This is an optimization exercise on Yosys and OpenROAD, whose aim is small area and a short achievable clock period, not a production implementation. The RTL was checked by simulation tests, not by an equivalence proof against the original design.

==> flow/design.v (outline; a module is shown in full before it is edited, if it fits) <==
// module sh4a_mac: 2564 lines
module sh4a_mac(
    input clk,
    input [31:0] mul_src1,
    input [31:0] mul_src2,
    input [63:0] add_src1,
    input [63:0] add_src2,
    output reg [63:0] result
);
  // ...
==> flow/flow/run.sh <==
#!/bin/bash
# Standard ORFS layout, with Yosys's pre-mapping ABC pass skipped (so the
# full-adder extraction sees clean polarities) and a tighter repair target.
set -euo pipefail
bash standard.sh SYNTH_ARGS=-noabc SETUP_SLACK_MARGIN=5 finish > standard.log 2>&1
==> flow/standard.sh <==
#!/bin/bash
# synth_recipe.tcl (not shown) runs the flow's synth.tcl, then flattens the netlist and writes it again
# the make line also repeats each setting of config.mk as NAME=value (left out here)
make -C /OpenROAD-flow-scripts/flow DESIGN_CONFIG=/design/flow/config.mk WORK_HOME=/design/flow/orfs CLKGATE_MAP_FILE= SYNTH_SCRIPT=/design/flow/synth_recipe.tcl "${@:-finish}"
==> flow/config.mk <==
export PLATFORM = sky130hd
export DESIGN_NAME = sh4a_mac
export DESIGN_NICKNAME = sh4a_mac
export VERILOG_FILES = /design/flow/design.v
export SDC_FILE = /design/flow/constraint.sdc
export NUM_CORES = 4
export LEC_CHECK = 0
export CAP_MARGIN = 20
export CORE_MARGIN = 2
export CORE_UTILIZATION = 40
export SLEW_MARGIN = 20
==> flow/constraint.sdc <==
create_clock -name core_clock -period 9.5 [get_ports {clk}]
set_input_delay 1.9000 -clock core_clock [delete_from_list [all_inputs] [get_ports {clk}]]
set_output_delay 1.9000 -clock core_clock [all_outputs]
set_load 0.01 [all_outputs]
==> flow_metrics.py, run 1 <==
metrics = {
    "logic_synthesis": {
        "synth_top_family_by_area": "adder cells",
        "ys_seq_elements": 406,
        "synth-simple-area-share_pct": 3.348,
        "yosys.area_share.adder_pct": 37.78,
        "synth_top_cells_by_area": "fa_1 33%, dfxtp_1 23%, xnor2_1 13%",
    },
    "floorplan": {
        "die_w_um": 301.0,
        "dieArea_sq_mm": 0.09059,
        "die_h_um": 301.0,
        "num_tap_cells": 1155,
    },
    "critical_path": {
        "crit_chain": "fa_2, fa_2, fa_1, fa_1, fa_1, ha_4, and2_1, and3_1, a221oi_4, nand3_1, o31ai_2, o21ai_4, buf_12, and3_4, o22ai_2, xnor2_1",
        "cp_num_buf_inv": 1,
        "critical_path.endpoint": "result[57]",
        "max_stage_delay_ns": 0.52,
        "cp_top_family": "adder cells",
    },
    "cts": {
        "holdBufCountCts": 0,
        "cts_buffer_depth": 3,
        "cts_root_buf": "clkbuf_16",
    },
    "drt": {
        "drt_iter0_drc": 3091,
        "vias_per_cell": 5.933,
        "wire_per_inst_um": 29.40,
    },
    "placement": {
        "hpwl_mm": 85.48,
        "dp.cells": 4331,
        "post-place-ws_ns": 3.864,
    },
    "cells_and_area": {
        "clockBufferCount": 59,
        "regArea_sq_mm": 0.008135,
        "area_share_nonclk_buffers_pct": 7.595,
        "flops_and_latches": 406,
        "multi_input_area_share_pct": 63.54,
        "stdcell_count": 4466,
    },
    "sta": {
        "skew_ns": 0.02286,
        "finalHoldViolCount": 0,
    },
    "status": {
        "status": "timing/DRC/antenna clean",
    },
    "global_route": {
        "grtUsageMet2_pct": 44.02,
        "grt_pass1_wl_mm": 189.5,
        "antenna_found_initial": 2,
    },
}
==> run 2: changes to the inputs <==
==> flow/run.sh (new file) <==
#!/bin/bash
# synth_recipe.tcl (not shown) runs the flow's synth.tcl, then flattens the netlist and writes it again
# the make line also repeats each setting of config.mk as NAME=value (left out here)
make -C /OpenROAD-flow-scripts/flow DESIGN_CONFIG=/design/flow/config.mk WORK_HOME=/design/flow/orfs CLKGATE_MAP_FILE= SYNTH_SCRIPT=/design/flow/synth_recipe.tcl finish
--- a/flow/config.mk
+++ b/flow/config.mk
@@ -8,4 +8,5 @@
 export CAP_MARGIN = 20
 export CORE_MARGIN = 2
 export CORE_UTILIZATION = 40
+export SETUP_SLACK_MARGIN = 5
 export SLEW_MARGIN = 20
removed: flow/flow/run.sh
removed: flow/standard.sh
==> run 2 against run 1 <==
Critical path depth is 2 lower. Synthesized area is 5.0% higher. Count of clock-buffer cells in the layout is 5 higher. Critical path type unchanged. Cell area is 7.2% higher. Largest cell class unchanged. Still clean. Clock skew is 0.0066 ns lower. Setup slack better by 0.15 ns.
==> flow_metrics.py, run 2 <==
metrics = {
    "status": {
        "status": "timing/DRC/antenna clean",
    },
    "cts": {
        "clock_sinks": 406,
        "cts_buffer_depth": 3,
        "cts.htree.levels": 2,
        "clk_latency_ns": 0.63,
        "cts_root_buf": "clkbuf_16",
        "cts_tree": "built",
        "cts_buffers": 49,
        "holdBufCountCts": 0,
        "clkTransAtPathRegs_ns": 0.06,
    },
    "drt": {
        "vias_per_cell": 5.708,
        "wire_per_inst_um": 27.83,
        "num_vias": 28913,
        "wl_mm": 141.0,
        "antenna_left": 0,
        "drcViolationCount": 0,
        "dr.pass1.iters": 6,
        "drt_iter0_drc": 3464,
    },
    "logic_synthesis": {
        "syn_area_sq_mm": 0.03704,
        "synth_top_cells_by_area": "fa_1 32%, dfxtp_1 22%, xnor2_1 12%",
        "ys_dominant_reg_cell": "dfxtp_1",
        "syn_inst": 3718,
        "synth.distinct_cells": 61,
        "synthTopCellsByCount": "680 x inv_1, 587 x fa_1, 527 x xnor2_1, 466 x a22oi_1, 406 x dfxtp_1",
        "avgSynthCellArea_sq_um": 9.963,
        "seq_area_frac_synth_pct": 21.94,
        "synth_top_area_share_pct": 31.72,
        "synthesis.nets": 4624,
        "synth_top_cell_by_area": "fa_1",
        "yosysWarnings": 1,
        "synth-edff-count": 0,
        "ys_seq_elements": 406,
        "synth_most_common_cell": "inv_1",
        "synthArstFlopShare_pct": 0,
    },
    "floorplan": {
        "dieArea_sq_mm": 0.09506,
        "die_h_um": 308.3,
        "initial_core_util_pct": 40.41,
        "coreArea_sq_mm": 0.09166,
        "rows": 111,
        "die_w_um": 308.3,
        "io_pins": 257,
    },
    "sta": {
        "rsz0062_at_grt": "yes",
        "finalHoldViolCount": 0,
        "finalCritPeriodShare_pct": 49.49,
        "tightest_slew_ns": 1.050,
        "fmax_mhz": 212.7,
        "finalSetupTns_ns": 0,
        "period_minus_slack_ns": 4.702,
        "relSlewSlack_pct": 30.03,
        "fin_ws_ns": 4.798,
        "skew_ns": 0.01626,
        "finalSetupViolCount": 0,
        "whs_ns": 0.4443,
        "slew_violations": 0,
    },
    "global_route": {
        "grt_pass1_vias": 29865,
        "grt_max_degree": 65,
        "antenna_found_initial": 1,
        "grt-ovfl-total": 0,
        "grt_pass1_wl_mm": 201.7,
        "track_usage_pct": 29.33,
    },
    "critical_path": {
        "required_ns": 10.00,
        "critPathCaptureType": "flop",
        "crit_type": "flop to flop",
        "critPathLaunchType": "flop",
        "cp.arrival_ns": 5.20,
        "path_max_fanout": 6,
    },
    "cells_and_area": {
        "largest_register": "result",
        "final_common_cell": "inv_1",
        "finalNetCount": 4746,
        "area_delta_synth_final_pct": 19.94,
        "regArea_sq_mm": 0.008140,
        "multi_input_area_sq_mm": 0.02637,
        "final_cell_mix": "669 x inv_1, 562 x fa_1, 521 x xnor2_1",
        "drive_gt1_share_pct": 11.35,
        "fillers": 8385,
        "largest_reg_flops": 64,
        "stdcell_count": 5065,
    },
    "flow_run": {
        "max-cap-violations": 0,
    },
    "placement": {
        "portBuffers": 256,
        "post-place-ws_ns": 3.412,
        "hpwl_mm": 90.49,
        "place_congestion": 0.9297,
        "dp.cells": 4898,
    },
    "min_path": {
        "hold_class": "flop to flop",
    },
}
run 2: cell count changes after synthesis, sizes merged, moves of 8 or more:
cell	delta
nor2	-9
a21o	+13
a31o	-8
nand3	+8
and2	-10
a31oi	+8
a21oi	+19
o21bai	+11
nand2	-25
nor3	+14
buf	-9
nand4	+9
inv	+513
o31ai	-20
run 2: path summary, 6_finish.rpt:
| kind | from | endpoint | slack [ns] | depth (start not counted) |
|---|---|---|---|---|
| max | r0_c37_1 | result[55] | 4.80 | 14 |
| min reg2reg | r0_c0_1 | result[0] | 0.44 | 1 |
| max reg2reg | r0_c37_1 | result[55] | 4.80 | 14 |
| min | r0_c0_1 | result[0] | 0.44 | 1 |
run 2: per-layer routing:
| layer | wire length (um) | up-vias | track usage, % |
|---|---|---|---|
| met2 | 61130 | 1976 | 44.37 |
| met4 | 7866 | 0 | 14.12 |
| met5 | 0 | - | 0 |
| met1 | 54330 | 14417 | 37.80 |
| met3 | 17640 | 472 | 9.531 |
| li1 | - | 12048 | - |
run 2: logic make-up (layout without fill, tap and decap cells):
kind of cell	count (synthesis)	count (layout)	synth area share [%]
AND/OR/NAND/NOR	226	226	2.972
buffers and inverters	1013	1168	10.29
XOR/XNOR	578	578	13.67
flip-flops	406	406	21.94
adder cells (fa/ha/maj)	713	713	35.98
AO/OA/AOI/OAI	767	767	14.70
multiplexers	15	19	0.4560
other	0	2	0
run 2: layout make-up:
type / instances / area share [%]
timing repair buffer: 385 / 8.699
multi-input combinational: 2303 / 59.35
clock buffer: 64 / 3.117
sequential: 406 / 18.32
tap: 1186 / 3.340
antenna: 2 / 0.01126
inverter: 695 / 6.012
clock inverter: 24 / 1.149
run 2: critical path, cell delays in order (launching register included):
cell,delay [ns]
dfxtp_2,0.32
fa_1,0.54
fa_2,0.38
fa_2,0.36
fa_1,0.52
inv_2,0.04
fa_2,0.61
inv_2,0.07
ha_4,0.31
nand4_1,0.14
or2_4,0.31
buf_4,0.16
o41ai_4,0.43
a41oi_2,0.20
xnor2_2,0.18
run 2: through the flow:
stage               util [%]  area (sq um)
finish                 48.47         44430
global route           48.47         44430
CTS                    47.76         43770
detailed placement     43.97         40310
global placement       43.97         40310
floorplan                  -         37190
run 2: repair_timing:
item,4_1_cts,5_1_grt
gates cloned,7,2
setup buffers,37,31
resized for setup,218,85
endpoints found under the hold margin,0,0
pin swaps,71,67
setup endpoints to repair,326,103

[separate check: timing with driven ports]
In the flow no input, the clock included, has a driving cell. The finished layouts below were timed again as built, in two steps. Step 1 assumes that a clkbuf_16 drives the clock port and a buf_2 every other input. Step 2 times the ports against the registers' clock, not the clock port: input delays grow and output delays shrink by t, the midpoint of the rising clock arrivals with the driver on. a / b / c = no drivers / after step 1 / after step 2; a / b = the first two.
run | shift t [ns] | setup slack, ns | hold slack, ns | latest minus earliest clock arrival (ns) | pins driven straight from the clock port
run 1 | 0.677 | 4.648 / 4.648 / 4.383 | 0.473 / 0.473 / 0.473 | 0.027 / 0.027 | 1
run 2 | 0.688 | 4.798 / 4.798 / 4.358 | 0.444 / 0.444 / 0.444 | 0.026 / 0.026 | 1
After both steps setup and hold are still met in every run listed. For run 2, which loses most, drivers alone change the setup slack by 0.000 ns; drivers and shift together by -0.440 ns.
